Source: an optimization exercise on an open RTL-to-GDS flow (aim: small area and a short achievable clock period). Production flows keep margins and buffers that such runs may drop.
RTL that was checked went through simulation tests only; none was proved equivalent to the original.
Function not checked in run 4: the RTL went through the layout flow alone.

==> flow/design.v (outline; a module is shown in full before it is edited, if it fits) <==
// module square_cell: 14 lines
// module square_cell4: 19 lines
// module square_row17: 89 lines
// module square_row18: 99 lines
// module square_row19: 101 lines
// module square_row20: 111 lines
// module square_row21: 113 lines
// module square_row22: 123 lines
// module square_row23: 125 lines
// module square_row24: 135 lines
// module square_row25: 137 lines
// module square_row26: 147 lines
// module square_row27: 149 lines
// module square_row28: 159 lines
// module square_row29: 161 lines
// module square_row30: 171 lines
// module square_row31: 173 lines
// module square_row4_3: 92 lines
// module square_row4_5: 110 lines
// module square_row4_7: 134 lines
// module square_row4_9: 152 lines
// module square_row4_11: 182 lines
// module square_row4_13: 200 lines
// module square_row4_15: 224 lines
// module square_extractor: 295 lines
module square_extractor #(
	parameter WIDTH = 32
)(
	input clk,     
	input rst_n,   
	input din_valid,
	input [2 * WIDTH - 1:0]radicand,
	output dout_valid,
	output [WIDTH - 1:0]dout,
	output [2 * WIDTH - 1:0]remainder
);
  // ...
==> flow/flow/run.sh <==
#!/bin/bash
# Own flow: the standard layout (standard.sh, all steps unchanged), except
# that synthesis skips Yosys's extract_fa step and maps the combinational
# logic with flow/abc.script (ORFS's abc_area.script); see flow/synth.tcl.
# Each step's full output goes to a log file of its own in this folder.
set -euo pipefail
W=$(pwd)
export OWN_WORK=$W
export OWN_ABC_SCRIPT=$W/flow/abc.script
for step in synth floorplan place cts route finish; do
  bash standard.sh SYNTH_SCRIPT=$W/flow/synth.tcl $step > $W/$step.log 2>&1
done
==> flow/flow/abc.script <==
strash
dch
map -B 0.9
topo
stime -c
buffer -c
upsize -c
dnsize -c
==> flow/flow/synth.tcl <==
# The standard flow's synthesis script (synth_recipe.tcl in the work folder), without
# Yosys's extract_fa step (ORFS's mapping of full and half adders onto the
# library's fa/ha cells) and with Yosys's abc pass run on flow/abc.script.
# Only the mapping of the combinational logic changes; the flip-flops and
# their names are the standard synthesis's.
proc extract_fa {args} { puts "own flow: extract_fa skipped" }
proc abc {args} {
  set i [lsearch $args -script]
  lset args [expr {$i + 1}] $::env(OWN_ABC_SCRIPT)
  puts "own flow: abc $args"
  yosys abc {*}$args
}
source $::env(OWN_WORK)/synth_recipe.tcl
==> flow/standard.sh <==
#!/bin/bash
# synth_recipe.tcl (not shown) runs the flow's synth.tcl, then flattens the netlist and writes it again
# the make line also repeats each setting of config.mk as NAME=value (left out here)
make -C /OpenROAD-flow-scripts/flow DESIGN_CONFIG=/design/flow/config.mk WORK_HOME=/design/flow/orfs CLKGATE_MAP_FILE= SYNTH_SCRIPT=/design/flow/synth_recipe.tcl "${@:-finish}"
==> flow/config.mk <==
export PLATFORM = sky130hd
export DESIGN_NAME = square_extractor
export DESIGN_NICKNAME = square_extractor
export VERILOG_FILES = /design/flow/design.v
export SDC_FILE = /design/flow/constraint.sdc
export NUM_CORES = 8
export LEC_CHECK = 0
export ABC_AREA = 1
export CAP_MARGIN = 20
export CORE_MARGIN = 2
export CORE_UTILIZATION = 40
export CTS_CLUSTER_DIAMETER = 200
export CTS_CLUSTER_SIZE = 20
export GPL_ROUTABILITY_DRIVEN = 0
export SETUP_SLACK_MARGIN = 3.1
export SLEW_MARGIN = 20
==> flow/constraint.sdc <==
create_clock -name core_clock -period 5.5 [get_ports {clk}]
set_input_delay 1.1000 -clock core_clock [delete_from_list [all_inputs] [get_ports {clk}]]
set_output_delay 1.1000 -clock core_clock [all_outputs]
set_load 0.01 [all_outputs]
==> impl_metrics.ini, run 1 <==
[grt]
busiest_layer = met2
grt_pass1_vias = 50433
met2_usage = 0.328
grt_max_degree = 52

[clock_network]
cts_resized = 478
cts_buffer_depth = 3

[run_status]
status = no timing/DRC/antenna violations

[place]
placed_area_mm2 = 0.0676
place_hpwl_um = 114000

[worst_hold_path]
holdPathStages = 0

[floorplanning]
n_tap_cell = 2160
num_rows = 147

[layout]
n_all_buffers = 288
fin_nets = 9219
top_register = x_s0
nNonClkInverters = 929
multi_input_area_share = 0.437

[sta]
rsz0062_at_grt = yes
max_freq_mhz = 418
maxSlewHeadroom = 0.358
worst_slack_ns = 3.11
fin_skew_ns = 0.0571

[synthesis]
synth_adder_area_share = 0
synth-xor-area-share = 0.0655

[worst_setup_path]
path_buf_inv = 1
r2r_end = r_s15[7]$_DFF_P_
path_depth = 12

[detailed_routing]
wl_met2_um = 79500
drt-met1-wl_um = 70400
==> inputs of run 2 (changes only) <==
--- a/flow/config.mk
+++ b/flow/config.mk
@@ -12,5 +12,4 @@
 export CTS_CLUSTER_DIAMETER = 200
 export CTS_CLUSTER_SIZE = 20
-export GPL_ROUTABILITY_DRIVEN = 0
 export SETUP_SLACK_MARGIN = 3.1
 export SLEW_MARGIN = 20
==> run 2 against run 1 <==
Against the previous run: count of clock-buffer cells in the layout unchanged; worst setup slack gained 0.054 ns; worst hold slack improved by 0.0046 ns; sequential cell count stayed put; sequential share of layout area down 0.060 points.
==> impl_metrics.ini, run 2 <==
[run_status]
status = no timing/DRC/antenna violations

[detailed_routing]
drc = 0
drt_iter0_drc = 3405
avgViaCountPerCell = 4.83
vias = 54700
ant_nets = 0
first_pass_iters = 6
wire_per_inst_um = 14.5
wl_um = 164000

[synthesis]
synth.distinct_cells = 69
ys.flop_type = dfxtp_1
syn-instance-count = 8833
synth_top_area_share = 0.465
ys_ff_latch = 1518
syn_area_mm2 = 0.0644
synth_edf_count = 0
synth_top_cell_by_area = dfxtp_1
synth.top_cells.by_count = 2884 x nand2_1, 1495 x dfxtp_1, 1006 x nor2_1, 893 x inv_1, 421 x o21ai_0
yosysWarnings = 1
post-synth-top-count-cell = nand2_1
synth_area_leaders = dfxtp_1 46%, nand2_1 17%, nor2_1 5.9%
ys_async_sr_fraction = 0.0152
avgSynthCellArea_um2 = 7.29
ys_seq_area_frac = 0.474

[layout]
fin_nets = 9218
nFillCells = 15893
antenna_cells = 0
regArea_mm2 = 0.0308
largest_reg_flops = 58
top_regs = x_s0 x58, x_s1 x54, x_s2 x50
drive_gt1_frac = 0.139
layout.cells.non_filler = 11319
final_cell_mix = 2745 x nand2_1, 1327 x dfxtp_1, 867 x nor2_1
top_register = x_s0
area_growth_pct = 16.1
final_common_cell = nand2_1
multi_input_area_mm2 = 0.0329

[floorplanning]
io_pins = 164
num_rows = 147
core_mm2 = 0.160
fp.dieArea_mm2 = 0.164
die_h_um = 405
chipWidth_um = 405
start_util = 0.402

[worst_setup_path]
path_buf_inv = 2
crit_arrival_ns = 1.24
crit_required_ns = 4.40
cp_top_family = flip-flops
startpoint_type = flop
crit_chain = inv_2, buf_6
crit_fanout = 1
cp_slowest_cell = dfxtp_2
critPathKind = reg2out
crit_path_max_incr_delay_ns = 0.36
cp-end-kind = output pin

[sta]
rsz0062_at_grt = yes
finalSetupViolCount = 0
max_freq_mhz = 427
fin_setup_tns_ns = 0
maxSlewHeadroom = 0.363
finalWorstPathRequiredPeriod_ns = 2.34
fin_skew_ns = 0.0385
hold_viol = 0
tightest_slew_ns = 0.955
fin_crit_sh = 0.425
worst_slack_ns = 3.16
finalMaxSlewViolations = 0

[grt]
grt_pass1_wl_um = 249000
grt_overflow = 0
use_met3 = 0.0208
busiest_layer = met2
antenna_found_initial = 1
grt_pass1_vias = 49440
track_usage = 0.186
grtUsageMet1 = 0.236
met2_usage = 0.333
grt_max_degree = 52

[clock_network]
cts.clk_slew.worst_paths_ns = 0.08
cts_buffer_depth = 3
cts-root-buf = clkbuf_16
ctsHoldBuffers = 0
cts.htree.levels = 3
tritoncts = yes
clkSinkCount = 1518
clock_latency_ns = 0.73
cts_buffers = 85

[place]
dpl_worst_slack_ns = 2.40
portBuffers = 132
post-place-cells = 11025
place_hpwl_um = 117000
gp_congestion = 0.877

[worst_hold_path]
min_path_type = reg2reg

[flow_run]
drv_cap = 0
-- run 2: changes by cell type in the layout (fill, tap and decap cells not counted), moves of 6 or more --
cell     before   now
dfxtp_1    1361  1327
dfxtp_2     106   134
dfxtp_4      28    34
inv_1       871   862
inv_2        33    43
nand2_1    2776  2745
nand2_2     110   137
nand2_4      39    48
nor2_1      878   867
nor2_4       36    52
o21ai_0     367   357
o21ai_2      63    72
-- run 2: cells by family (layout without fill, tap and decap cells) --
| family | Yosys count | after routing | share of synthesized area |
|---|---|---|---|
| xor gates and xnor gates | 478 | 478 | 0.0655 |
| AOI/OAI and AO/OA | 1101 | 1101 | 0.0954 |
| and+or+nand+nor | 4675 | 4722 | 0.296 |
| muxes | 1 | 1 | 0.000175 |
| DFF | 1518 | 1518 | 0.474 |
| buffers and inverters | 1059 | 1308 | 0.0692 |
| other | 1 | 31 | 0.0000582 |
-- run 2: cell type report --
cell class                      count  share of cell area
Clock inverter                      6             0.00181
Timing Repair inverter              6            0.000719
Tap cell                         2160              0.0361
Multi-Input combinational cell   6333               0.439
Timing Repair Buffer              284              0.0329
Sequential cell                  1518               0.412
Clock buffer                       89              0.0291
Inverter                          923              0.0481
-- run 2: path summary, 6_finish.rpt --
kind | slack (ns) | from | endpoint | depth (start not counted)
max in group asynchronous | 4.83 | rst_n | v_s17$_DFF_PN0_ | 1
worst max register to register | 3.18 | qn_s19[16]$_DFF_P_ | r_s20[4]$_DFF_P_ | 13
worst max-delay path | 3.16 | qn_s22[18]$_DFF_P_ | dout[18] | 2
worst min register to register | 0.32 | x_s14[0]$_DFF_P_ | x_s15[0]$_DFF_P_ | 0
worst min-delay path | 0.32 | x_s14[0]$_DFF_P_ | x_s15[0]$_DFF_P_ | 0
min in group asynchronous | 0.34 | rst_n | v_s0$_DFF_PN0_ | 1
-- run 2: repair_timing --
action	in CTS	in global routing
gates cloned	27	32
buffers inserted	23	117
resized for setup	540	729
endpoints found under the setup margin	537	490
pin swaps	22	120
-- run 2: metrics by stage --
step	util	instance area [um2]	hold WS [ns]
detailed placement	0.422	67600	0.312
finish	0.467	74800	0.320
CTS	0.444	71100	0.321
floorplan	-	64500	0.310
global placement	0.422	67600	0.310
global route	0.467	74800	0.329
-- run 2: layer usage --
layer,vias to the layer above,part of all wire
li1,28234,-
met1,25197,0.45
met2,1037,0.49
met3,232,0.045
met4,0,0.024
met5,-,0
-- run 2: worst register-to-register path, delay by kind of cell (launching register included) --
family,cells,cell delay [ns]
DFF,1,0.40
AOI/OAI and AO/OA,2,0.39
xor gates and xnor gates,1,0.32
buffers and inverters,2,0.24
and+or+nand+nor,8,0.88
==> inputs of run 3 (changes only) <==
--- a/flow/config.mk
+++ b/flow/config.mk
@@ -12,4 +12,4 @@
 export CTS_CLUSTER_DIAMETER = 200
 export CTS_CLUSTER_SIZE = 20
-export SETUP_SLACK_MARGIN = 3.1
+export SETUP_SLACK_MARGIN = 3.12
 export SLEW_MARGIN = 20
==> run 3 against run 2 <==
Against the previous run: via count up 0.72%; die area unchanged; routed wire length up 1.3%; design area up 0.78%.
==> impl_metrics.ini, run 3 <==
[layout]
nFillCells = 15855
multi_input_area_mm2 = 0.0332
final_cell_mix = 2727 x nand2_1, 1302 x dfxtp_1, 848 x inv_1
drive_gt1_frac = 0.151
top_register = x_s0
final_common_cell = nand2_1
largest_reg_flops = 58
area_growth_pct = 17.0
fin_nets = 9245
top_regs = x_s0 x58, x_s1 x54, x_s2 x50
final_area_mm2 = 0.0754
regArea_mm2 = 0.0309

[worst_setup_path]
startpoint_type = flop
crit_required_ns = 4.40
cp-end-kind = output pin
crit_fanout = 1
crit_arrival_ns = 1.24
critPathKind = reg2out

[floorplanning]
num_rows = 147
io_pins = 164
start_util = 0.402
core_mm2 = 0.160
die_h_um = 405
fp.dieArea_mm2 = 0.164
chipWidth_um = 405

[detailed_routing]
first_pass_iters = 6
drt_iter0_drc = 3294
drc = 0
avgViaCountPerCell = 4.85
wl_um = 167000
wire_per_inst_um = 14.7
vias = 55094
ant_nets = 0

[grt]
antenna_found_initial = 1
grt_pass1_wl_um = 249000
grt_overflow = 0
grt_max_degree = 52
grt_pass1_vias = 49477
track_usage = 0.187

[clock_network]
clkSinkCount = 1518
cts_buffers = 85
tritoncts = yes
cts_buffer_depth = 3
clock_latency_ns = 0.74
ctsHoldBuffers = 0
cts.clk_slew.worst_paths_ns = 0.08
cts-root-buf = clkbuf_16
cts.htree.levels = 3

[synthesis]
synth_top_area_share = 0.465
synth.top_cells.by_count = 2884 x nand2_1, 1495 x dfxtp_1, 1006 x nor2_1, 893 x inv_1, 421 x o21ai_0
synth_top_cell_by_area = dfxtp_1
synth_mux_area_frac = 0.000175
ys_seq_area_frac = 0.474
ys_ff_latch = 1518
synth_area_leaders = dfxtp_1 46%, nand2_1 17%, nor2_1 5.9%
synth.distinct_cells = 69
syn-instance-count = 8833
synth_simple_gate_area_frac = 0.296
ys.flop_type = dfxtp_1
synth_adder_area_share = 0
synth_edf_count = 0
yosysWarnings = 1
post-synth-top-count-cell = nand2_1
syn_area_mm2 = 0.0644
synth_top_family_by_area = simple AND/OR/NAND/NOR gates
avgSynthCellArea_um2 = 7.29
synth-xor-area-share = 0.0655
synth-compound-area-share = 0.0954
ys_async_sr_fraction = 0.0152

[run_status]
status = no timing/DRC/antenna violations

[sta]
maxSlewHeadroom = 0.332
fin_setup_tns_ns = 0
finalSetupViolCount = 0
fin_crit_sh = 0.426
hold_viol = 0
rsz0062_at_grt = yes
finalMaxSlewViolations = 0
max_freq_mhz = 427
finalWorstPathRequiredPeriod_ns = 2.34
fin_skew_ns = 0.0492
tightest_slew_ns = 0.998

[place]
place_hpwl_um = 117000
placed_area_mm2 = 0.0676
portBuffers = 132
gp_congestion = 0.877

[worst_hold_path]
min_path_type = reg2reg

[flow_run]
drv_cap = 0
## run 3: cell counts after synthesis
Identical to the previous run, type by type.
## run 3: metal layers
layer	global-route usage	routed length, um	vias up
li1	-	-	28321
met1	0.237	74600	25490
met2	0.333	81100	1068
met3	0.0207	7200	215
met4	0.0516	3830	0
met5	0	0	-
## run 3: path summary, 6_finish.rpt
check | startpoint | end | slack, ns | depth (start not counted)
hold reg to reg | x_s14[0]$_DFF_P_ | x_s15[0]$_DFF_P_ | 0.32 | 0
max in group asynchronous | rst_n | v_s17$_DFF_PN0_ | 4.82 | 1
setup reg to reg | qn_s19[10]$_DFF_P_ | r_s20[30]$_DFF_P_ | 3.19 | 16
setup / recovery | qn_s22[22]$_DFF_P_ | dout[22] | 3.16 | 2
min in group asynchronous | rst_n | v_s0$_DFF_PN0_ | 0.34 | 1
hold / removal | x_s14[0]$_DFF_P_ | x_s15[0]$_DFF_P_ | 0.32 | 0
## run 3: kinds of logic after synthesis
group	count (synthesis)
buf+inv	1059
xor+xnor	478
simple gates	4675
mux	1
compound gates	1101
other cells	1
flops	1518
## run 3: what timing repair did
action | CTS | global route
gates resized for setup | 545 | 859
setup buffers | 30 | 128
setup endpoints to repair | 545 | 505
gates cloned | 27 | 41
pin swaps | 25 | 140
## run 3: final cells by class
type,count,share of cell area
inverter,923,0.0479
timing repair inverter,7,0.000863
timing repair buffer,303,0.0351
clock inverter,6,0.00179
clock buffer,89,0.0288
antenna,2,0.0000664
tap,2160,0.0359
multi-input combinational,6340,0.440
sequential,1518,0.409
## run 3: through the flow
stage / util / setup WS (ns) / hold WS (ns) / instances
2_1_floorplan: - / 3.23 / 0.310 / 8863
3_3_place_gp: 0.422 / 2.42 / 0.310 / 11025
3_5_place_dp: 0.422 / 2.40 / 0.312 / 11025
4_1_cts: 0.444 / 3.01 / 0.321 / 11177
5_1_grt: 0.470 / 3.04 / 0.329 / 11346
6_report: 0.470 / 3.16 / 0.320 / 11348
## run 3: critical path, cell delays in order, from the launching register on
cell	delay, ns
dfxtp_2	0.32
inv_1	0.06
buf_2	0.13
==> module square_extractor, before the edit <==
module square_extractor #(
	parameter WIDTH = 32
)(
	input clk,     
	input rst_n,   
	input din_valid,
	input [2 * WIDTH - 1:0]radicand,
	output dout_valid,
	output [WIDTH - 1:0]dout,
	output [2 * WIDTH - 1:0]remainder
);
	wire [2:0] qn3;
	wire [3:0] r3;
	wire [2:0] q3_t;
	wire [5:0] sq3_t;
	assign q3_t = (radicand[63:58] >= 6'd49) ? 3'd7 : (radicand[63:58] >= 6'd36) ? 3'd6 : (radicand[63:58] >= 6'd25) ? 3'd5 : (radicand[63:58] >= 6'd16) ? 3'd4 : (radicand[63:58] >= 6'd9) ? 3'd3 : (radicand[63:58] >= 6'd4) ? 3'd2 : (radicand[63:58] >= 6'd1) ? 3'd1 : 3'd0;
	assign sq3_t = (radicand[63:58] >= 6'd49) ? 6'd49 : (radicand[63:58] >= 6'd36) ? 6'd36 : (radicand[63:58] >= 6'd25) ? 6'd25 : (radicand[63:58] >= 6'd16) ? 6'd16 : (radicand[63:58] >= 6'd9) ? 6'd9 : (radicand[63:58] >= 6'd4) ? 6'd4 : (radicand[63:58] >= 6'd1) ? 6'd1 : 6'd0;
	assign qn3 = ~q3_t;
	wire [5:0] r3_t = radicand[63:58] - sq3_t;
	assign r3 = r3_t[3:0];
	wire [57:0] x3 = radicand[57:0];
	reg v_s0;
	reg [2:0] qn_s0;
	reg [3:0] r_s0;
	reg [57:0] x_s0;
	always @(posedge clk or negedge rst_n)
		if (!rst_n) v_s0 <= 1'b0;
		else v_s0 <= din_valid;
	always @(posedge clk) begin qn_s0 <= qn3; r_s0 <= r3; x_s0 <= x3; end
	wire [4:0] qn5;
	wire [5:0] r5;
	square_row4_3 u_step3 (.r(r_s0), .qn(qn_s0), .b(x_s0[57:54]), .nr(r5), .nqn(qn5));
	wire [53:0] x5 = x_s0[53:0];
	reg v_s1;
	reg [4:0] qn_s1;
	reg [5:0] r_s1;
	reg [53:0] x_s1;
	always @(posedge clk or negedge rst_n)
		if (!rst_n) v_s1 <= 1'b0;
		else v_s1 <= v_s0;
	always @(posedge clk) begin qn_s1 <= qn5; r_s1 <= r5; x_s1 <= x5; end
	wire [6:0] qn7;
	wire [7:0] r7;
	square_row4_5 u_step5 (.r(r_s1), .qn(qn_s1), .b(x_s1[53:50]), .nr(r7), .nqn(qn7));
	wire [49:0] x7 = x_s1[49:0];
	reg v_s2;
	reg [6:0] qn_s2;
	reg [7:0] r_s2;
	reg [49:0] x_s2;
	always @(posedge clk or negedge rst_n)
		if (!rst_n) v_s2 <= 1'b0;
		else v_s2 <= v_s1;
	always @(posedge clk) begin qn_s2 <= qn7; r_s2 <= r7; x_s2 <= x7; end
	wire [8:0] qn9;
	wire [9:0] r9;
	square_row4_7 u_step7 (.r(r_s2), .qn(qn_s2), .b(x_s2[49:46]), .nr(r9), .nqn(qn9));
	wire [45:0] x9 = x_s2[45:0];
	reg v_s3;
	reg [8:0] qn_s3;
	reg [9:0] r_s3;
	reg [45:0] x_s3;
	always @(posedge clk or negedge rst_n)
		if (!rst_n) v_s3 <= 1'b0;
		else v_s3 <= v_s2;
	always @(posedge clk) begin qn_s3 <= qn9; r_s3 <= r9; x_s3 <= x9; end
	wire [10:0] qn11;
	wire [11:0] r11;
	square_row4_9 u_step9 (.r(r_s3), .qn(qn_s3), .b(x_s3[45:42]), .nr(r11), .nqn(qn11));
	wire [41:0] x11 = x_s3[41:0];
	reg v_s4;
	reg [10:0] qn_s4;
	reg [11:0] r_s4;
	reg [41:0] x_s4;
	always @(posedge clk or negedge rst_n)
		if (!rst_n) v_s4 <= 1'b0;
		else v_s4 <= v_s3;
	always @(posedge clk) begin qn_s4 <= qn11; r_s4 <= r11; x_s4 <= x11; end
	wire [12:0] qn13;
	wire [13:0] r13;
	square_row4_11 u_step11 (.r(r_s4), .qn(qn_s4), .b(x_s4[41:38]), .nr(r13), .nqn(qn13));
	wire [37:0] x13 = x_s4[37:0];
	reg v_s5;
	reg [12:0] qn_s5;
	reg [13:0] r_s5;
	reg [37:0] x_s5;
	always @(posedge clk or negedge rst_n)
		if (!rst_n) v_s5 <= 1'b0;
		else v_s5 <= v_s4;
	always @(posedge clk) begin qn_s5 <= qn13; r_s5 <= r13; x_s5 <= x13; end
	wire [14:0] qn15;
	wire [15:0] r15;
	square_row4_13 u_step13 (.r(r_s5), .qn(qn_s5), .b(x_s5[37:34]), .nr(r15), .nqn(qn15));
	wire [33:0] x15 = x_s5[33:0];
	reg v_s6;
	reg [14:0] qn_s6;
	reg [15:0] r_s6;
	reg [33:0] x_s6;
	always @(posedge clk or negedge rst_n)
		if (!rst_n) v_s6 <= 1'b0;
		else v_s6 <= v_s5;
	always @(posedge clk) begin qn_s6 <= qn15; r_s6 <= r15; x_s6 <= x15; end
	wire [16:0] qn17;
	wire [17:0] r17;
	square_row4_15 u_step15 (.r(r_s6), .qn(qn_s6), .b(x_s6[33:30]), .nr(r17), .nqn(qn17));
	wire [29:0] x17 = x_s6[29:0];
	reg v_s7;
	reg [16:0] qn_s7;
	reg [17:0] r_s7;
	reg [29:0] x_s7;
	always @(posedge clk or negedge rst_n)
		if (!rst_n) v_s7 <= 1'b0;
		else v_s7 <= v_s6;
	always @(posedge clk) begin qn_s7 <= qn17; r_s7 <= r17; x_s7 <= x17; end
	wire [17:0] qn18;
	wire [18:0] r18;
	square_row17 u_step17 (.r(r_s7), .qn(qn_s7), .b(x_s7[29:28]), .nr(r18), .nqn(qn18));
	wire [27:0] x18 = x_s7[27:0];
	reg v_s8;
	reg [17:0] qn_s8;
	reg [18:0] r_s8;
	reg [27:0] x_s8;
	always @(posedge clk or negedge rst_n)
		if (!rst_n) v_s8 <= 1'b0;
		else v_s8 <= v_s7;
	always @(posedge clk) begin qn_s8 <= qn18; r_s8 <= r18; x_s8 <= x18; end
	wire [18:0] qn19;
	wire [19:0] r19;
	square_row18 u_step18 (.r(r_s8), .qn(qn_s8), .b(x_s8[27:26]), .nr(r19), .nqn(qn19));
	wire [25:0] x19 = x_s8[25:0];
	reg v_s9;
	reg [18:0] qn_s9;
	reg [19:0] r_s9;
	reg [25:0] x_s9;
	always @(posedge clk or negedge rst_n)
		if (!rst_n) v_s9 <= 1'b0;
		else v_s9 <= v_s8;
	always @(posedge clk) begin qn_s9 <= qn19; r_s9 <= r19; x_s9 <= x19; end
	wire [19:0] qn20;
	wire [20:0] r20;
	square_row19 u_step19 (.r(r_s9), .qn(qn_s9), .b(x_s9[25:24]), .nr(r20), .nqn(qn20));
	wire [23:0] x20 = x_s9[23:0];
	reg v_s10;
	reg [19:0] qn_s10;
	reg [20:0] r_s10;
	reg [23:0] x_s10;
	always @(posedge clk or negedge rst_n)
		if (!rst_n) v_s10 <= 1'b0;
		else v_s10 <= v_s9;
	always @(posedge clk) begin qn_s10 <= qn20; r_s10 <= r20; x_s10 <= x20; end
	wire [20:0] qn21;
	wire [21:0] r21;
	square_row20 u_step20 (.r(r_s10), .qn(qn_s10), .b(x_s10[23:22]), .nr(r21), .nqn(qn21));
	wire [21:0] x21 = x_s10[21:0];
	reg v_s11;
	reg [20:0] qn_s11;
	reg [21:0] r_s11;
	reg [21:0] x_s11;
	always @(posedge clk or negedge rst_n)
		if (!rst_n) v_s11 <= 1'b0;
		else v_s11 <= v_s10;
	always @(posedge clk) begin qn_s11 <= qn21; r_s11 <= r21; x_s11 <= x21; end
	wire [21:0] qn22;
	wire [22:0] r22;
	square_row21 u_step21 (.r(r_s11), .qn(qn_s11), .b(x_s11[21:20]), .nr(r22), .nqn(qn22));
	wire [19:0] x22 = x_s11[19:0];
	reg v_s12;
	reg [21:0] qn_s12;
	reg [22:0] r_s12;
	reg [19:0] x_s12;
	always @(posedge clk or negedge rst_n)
		if (!rst_n) v_s12 <= 1'b0;
		else v_s12 <= v_s11;
	always @(posedge clk) begin qn_s12 <= qn22; r_s12 <= r22; x_s12 <= x22; end
	wire [22:0] qn23;
	wire [23:0] r23;
	square_row22 u_step22 (.r(r_s12), .qn(qn_s12), .b(x_s12[19:18]), .nr(r23), .nqn(qn23));
	wire [17:0] x23 = x_s12[17:0];
	reg v_s13;
	reg [22:0] qn_s13;
	reg [23:0] r_s13;
	reg [17:0] x_s13;
	always @(posedge clk or negedge rst_n)
		if (!rst_n) v_s13 <= 1'b0;
		else v_s13 <= v_s12;
	always @(posedge clk) begin qn_s13 <= qn23; r_s13 <= r23; x_s13 <= x23; end
	wire [23:0] qn24;
	wire [24:0] r24;
	square_row23 u_step23 (.r(r_s13), .qn(qn_s13), .b(x_s13[17:16]), .nr(r24), .nqn(qn24));
	wire [15:0] x24 = x_s13[15:0];
	reg v_s14;
	reg [23:0] qn_s14;
	reg [24:0] r_s14;
	reg [15:0] x_s14;
	always @(posedge clk or negedge rst_n)
		if (!rst_n) v_s14 <= 1'b0;
		else v_s14 <= v_s13;
	always @(posedge clk) begin qn_s14 <= qn24; r_s14 <= r24; x_s14 <= x24; end
	wire [24:0] qn25;
	wire [25:0] r25;
	square_row24 u_step24 (.r(r_s14), .qn(qn_s14), .b(x_s14[15:14]), .nr(r25), .nqn(qn25));
	wire [13:0] x25 = x_s14[13:0];
	reg v_s15;
	reg [24:0] qn_s15;
	reg [25:0] r_s15;
	reg [13:0] x_s15;
	always @(posedge clk or negedge rst_n)
		if (!rst_n) v_s15 <= 1'b0;
		else v_s15 <= v_s14;
	always @(posedge clk) begin qn_s15 <= qn25; r_s15 <= r25; x_s15 <= x25; end
	wire [25:0] qn26;
	wire [26:0] r26;
	square_row25 u_step25 (.r(r_s15), .qn(qn_s15), .b(x_s15[13:12]), .nr(r26), .nqn(qn26));
	wire [11:0] x26 = x_s15[11:0];
	reg v_s16;
	reg [25:0] qn_s16;
	reg [26:0] r_s16;
	reg [11:0] x_s16;
	always @(posedge clk or negedge rst_n)
		if (!rst_n) v_s16 <= 1'b0;
		else v_s16 <= v_s15;
	always @(posedge clk) begin qn_s16 <= qn26; r_s16 <= r26; x_s16 <= x26; end
	wire [26:0] qn27;
	wire [27:0] r27;
	square_row26 u_step26 (.r(r_s16), .qn(qn_s16), .b(x_s16[11:10]), .nr(r27), .nqn(qn27));
	wire [9:0] x27 = x_s16[9:0];
	reg v_s17;
	reg [26:0] qn_s17;
	reg [27:0] r_s17;
	reg [9:0] x_s17;
	always @(posedge clk or negedge rst_n)
		if (!rst_n) v_s17 <= 1'b0;
		else v_s17 <= v_s16;
	always @(posedge clk) begin qn_s17 <= qn27; r_s17 <= r27; x_s17 <= x27; end
	wire [27:0] qn28;
	wire [28:0] r28;
	square_row27 u_step27 (.r(r_s17), .qn(qn_s17), .b(x_s17[9:8]), .nr(r28), .nqn(qn28));
	wire [7:0] x28 = x_s17[7:0];
	reg v_s18;
	reg [27:0] qn_s18;
	reg [28:0] r_s18;
	reg [7:0] x_s18;
	always @(posedge clk or negedge rst_n)
		if (!rst_n) v_s18 <= 1'b0;
		else v_s18 <= v_s17;
	always @(posedge clk) begin qn_s18 <= qn28; r_s18 <= r28; x_s18 <= x28; end
	wire [28:0] qn29;
	wire [29:0] r29;
	square_row28 u_step28 (.r(r_s18), .qn(qn_s18), .b(x_s18[7:6]), .nr(r29), .nqn(qn29));
	wire [5:0] x29 = x_s18[5:0];
	reg v_s19;
	reg [28:0] qn_s19;
	reg [29:0] r_s19;
	reg [5:0] x_s19;
	always @(posedge clk or negedge rst_n)
		if (!rst_n) v_s19 <= 1'b0;
		else v_s19 <= v_s18;
	always @(posedge clk) begin qn_s19 <= qn29; r_s19 <= r29; x_s19 <= x29; end
	wire [29:0] qn30;
	wire [30:0] r30;
	square_row29 u_step29 (.r(r_s19), .qn(qn_s19), .b(x_s19[5:4]), .nr(r30), .nqn(qn30));
	wire [3:0] x30 = x_s19[3:0];
	reg v_s20;
	reg [29:0] qn_s20;
	reg [30:0] r_s20;
	reg [3:0] x_s20;
	always @(posedge clk or negedge rst_n)
		if (!rst_n) v_s20 <= 1'b0;
		else v_s20 <= v_s19;
	always @(posedge clk) begin qn_s20 <= qn30; r_s20 <= r30; x_s20 <= x30; end
	wire [30:0] qn31;
	wire [31:0] r31;
	square_row30 u_step30 (.r(r_s20), .qn(qn_s20), .b(x_s20[3:2]), .nr(r31), .nqn(qn31));
	wire [1:0] x31 = x_s20[1:0];
	reg v_s21;
	reg [30:0] qn_s21;
	reg [31:0] r_s21;
	reg [1:0] x_s21;
	always @(posedge clk or negedge rst_n)
		if (!rst_n) v_s21 <= 1'b0;
		else v_s21 <= v_s20;
	always @(posedge clk) begin qn_s21 <= qn31; r_s21 <= r31; x_s21 <= x31; end
	wire [31:0] qn32;
	wire [32:0] r32;
	square_row31 u_step31 (.r(r_s21), .qn(qn_s21), .b(x_s21[1:0]), .nr(r32), .nqn(qn32));
	reg v_s22;
	reg [31:0] qn_s22;
	reg [32:0] r_s22;
	always @(posedge clk or negedge rst_n)
		if (!rst_n) v_s22 <= 1'b0;
		else v_s22 <= v_s21;
	always @(posedge clk) begin qn_s22 <= qn32; r_s22 <= r32; end
	assign dout_valid = v_s22;
	assign dout = ~qn_s22;
	assign remainder = {31'b0, r_s22};
endmodule
==> inputs of run 4 (changes only) <==
--- a/flow/design.v
+++ b/flow/design.v
@@ -3404,12 +3404,12 @@
 	square_row31 u_step31 (.r(r_s21), .qn(qn_s21), .b(x_s21[1:0]), .nr(r32), .nqn(qn32));
 	reg v_s22;
-	reg [31:0] qn_s22;
+	reg [31:0] q_s22;
 	reg [32:0] r_s22;
 	always @(posedge clk or negedge rst_n)
 		if (!rst_n) v_s22 <= 1'b0;
 		else v_s22 <= v_s21;
-	always @(posedge clk) begin qn_s22 <= qn32; r_s22 <= r32; end
+	always @(posedge clk) begin q_s22 <= ~qn32; r_s22 <= r32; end
 	assign dout_valid = v_s22;
-	assign dout = ~qn_s22;
+	assign dout = q_s22;
 	assign remainder = {31'b0, r_s22};
 endmodule
--- a/flow/config.mk
+++ b/flow/config.mk
@@ -12,4 +12,4 @@
 export CTS_CLUSTER_DIAMETER = 200
 export CTS_CLUSTER_SIZE = 20
-export SETUP_SLACK_MARGIN = 3.12
+export SETUP_SLACK_MARGIN = 3.1
 export SLEW_MARGIN = 20
==> run 4 against run 3 <==
Against the previous run: highest routed layer unchanged; synthesized cell count is 1.1% higher; sequential cell count stayed put; still clean; register-to-register slack worse by 0.03 ns; clock skew is 0.0021 ns higher.
==> impl_metrics.ini, run 4 <==
[worst_hold_path]
min_path_type = reg2reg

[detailed_routing]
vias = 54841
avgViaCountPerCell = 4.81
drc = 0
first_pass_iters = 5
wl_um = 166000
ant_nets = 0
wire_per_inst_um = 14.5
drt_iter0_drc = 3287

[sta]
fin_setup_tns_ns = 0
max_freq_mhz = 427
tightest_slew_ns = 0.704
finalMaxSlewViolations = 0
finalSetupViolCount = 0
maxSlewHeadroom = 0.530
rsz0062_at_grt = yes
hold_viol = 0
holdWs_ns = 0.300
fin_crit_sh = 0.426
fin_skew_ns = 0.0513
finalWorstPathRequiredPeriod_ns = 2.34

[clock_network]
ctsHoldBuffers = 0
cts_buffers = 85
clock_latency_ns = 0.73
cts_buffer_depth = 3
clkSinkCount = 1518
cts-root-buf = clkbuf_16
tritoncts = yes
cts.htree.levels = 3
cts.clk_slew.worst_paths_ns = 0.09

[worst_setup_path]
cp-end-kind = output pin
crit_chain = buf_2
path_buf_inv = 1
crit_fanout = 1
path_depth = 1
cp-startpoint = r_s22[24]$_DFF_P_
startpoint_type = flop
critPathKind = reg2out
cp_top_family = flip-flops
reg2reg_from = qn_s15[4]$_DFF_P_
crit_path_max_incr_delay_ns = 0.37
reg2regPathDepth = 14
rrSetupSlack_ns = 3.16
r2r_end = r_s16[1]$_DFF_P_
cp_slowest_cell = dfxtp_2
crit_arrival_ns = 1.24
critPathCapture = remainder[24]
crit_required_ns = 4.40

[synthesis]
yosysWarnings = 1
synth_edf_count = 0
ys.flop_type = dfxtp_1
post-synth-top-count-cell = nand2_1
avgSynthCellArea_um2 = 7.29
synth_top_area_share = 0.460
syn_area_mm2 = 0.0650
ys_ff_latch = 1518
ys_seq_area_frac = 0.469
synth.distinct_cells = 72
syn-instance-count = 8926
synth_top_cell_by_area = dfxtp_1
synth.top_cells.by_count = 2903 x nand2_1, 1495 x dfxtp_1, 1034 x nor2_1, 884 x inv_1, 423 x nand3_1
ys_async_sr_fraction = 0.0152
synth_area_leaders = dfxtp_1 46%, nand2_1 17%, nor2_1 6.0%

[grt]
antenna_found_initial = 2
grt_pass1_vias = 50793
grt_pass1_wl_um = 253000
grt_overflow = 0
track_usage = 0.184
grt_max_degree = 47

[layout]
largest_reg_flops = 58
nFillCells = 16159
final_cell_mix = 2798 x nand2_1, 1351 x dfxtp_1, 906 x nor2_1
top_register = x_s0
final_area_mm2 = 0.0744
drive_gt1_frac = 0.134
top_regs = x_s0 x58, x_s1 x54, x_s2 x50
antenna_cells = 0
area_growth_pct = 14.4
final_common_cell = nand2_1
layout.cells.non_filler = 11396
fin_nets = 9294

[place]
gp_congestion = 0.903
portBuffers = 132
placed_area_mm2 = 0.0681
place_hpwl_um = 119000
post-place-cells = 11117

[floorplanning]
chipWidth_um = 407
io_pins = 164
fp.dieArea_mm2 = 0.166
die_h_um = 407
core_mm2 = 0.161
start_util = 0.404
num_rows = 147

[run_status]
status = no timing/DRC/antenna violations

[flow_run]
drv_cap = 0
-- run 4: final cells by class --
cell class / instances / area [um2] / share of cell area
repair inverters: 4 / 42.5 / 0.000572
well taps: 2160 / 2700 / 0.0363
multi-input cells: 6415 / 32600 / 0.438
inverters: 922 / 3610 / 0.0485
repair buffers: 281 / 2400 / 0.0323
flip-flops and latches: 1518 / 30700 / 0.413
clock inverters: 7 / 151 / 0.00203
clock buffers: 89 / 2150 / 0.0289
-- run 4: worst min path at each step --
stage	startpoint	endpoint	slack, ns	cells past startpoint
2_1_floorplan	x_s9[0]$_DFF_P_	x_s10[0]$_DFF_P_	0.31	0
3_3_place_gp	x_s1[40]$_DFF_P_	x_s2[40]$_DFF_P_	0.31	0
3_5_place_dp	x_s9[13]$_DFF_P_	x_s10[13]$_DFF_P_	0.31	0
4_1_cts	x_s3[0]$_DFF_P_	x_s4[0]$_DFF_P_	0.29	0
5_1_grt	x_s7[25]$_DFF_P_	x_s8[25]$_DFF_P_	0.30	0
6_report	x_s7[24]$_DFF_P_	x_s8[24]$_DFF_P_	0.30	0
-- run 4: what timing repair did --
action / CTS / global route
endpoints found under the hold margin: 0 / 0
cloned: 12 / 34
pin swaps: 19 / 93
setup buffers: 27 / 110
gates resized for setup: 451 / 628
endpoints found under the setup margin: 542 / 483
-- run 4: through the flow --
step / util / worst slack (ns)
after global placement: 0.423 / 2.39
after CTS: 0.441 / 3.10
after global routing: 0.462 / 3.01
after detailed placement: 0.423 / 2.32
after floorplan: - / 3.23
final: 0.462 / 3.16
-- run 4: routing by layer --
layer,track usage,routed length (um),part of all wire
met5,0,0,0
met4,0.0618,4850,0.029
met3,0.0238,6630,0.040
met1,0.222,72300,0.44
met2,0.333,81900,0.49
-- run 4: cell families after synthesis --
group	Yosys count	synth area share
flops	1518	0.469
buf+inv	1059	0.0703
simple gates	4802	0.305
xor+xnor	469	0.0634
other cells	1	0.0000576
compound gates	1077	0.0925

## re-timing with driven ports
The flow's constraints put no driver on any port. The routed layouts listed below were extracted and timed again, unchanged, in two steps. Step 1, drivers: a clkbuf_16 drives clk and a buf_2 each remaining input, both assumed. Step 2, shift: input delay + t, output delay - t, t = (earliest + latest rising clock arrival at the registers) / 2. This alone moves slack from input paths to output paths. a / b / c = ideal ports / drivers / drivers and shift; a / b = the first two.
run	t, ns	slack for setup (ns)	clock arrival spread, ns	worst register clock-pin slew, ns
run 1	0.789	3.106 / 3.085 / 2.596	0.066 / 0.066	0.09 / 0.09
run 2	0.793	3.160 / 3.082 / 2.627	0.048 / 0.049	0.09 / 0.09
run 3	0.795	3.158 / 3.079 / 2.656	0.054 / 0.054	0.09 / 0.09
run 4	0.786	3.157 / 3.077 / 2.600	0.053 / 0.053	0.10 / 0.10
After both steps every run listed still meets setup and hold. The setup slack of run 4, which loses most, moves by -0.080 ns with the drivers and by -0.557 ns with both steps.
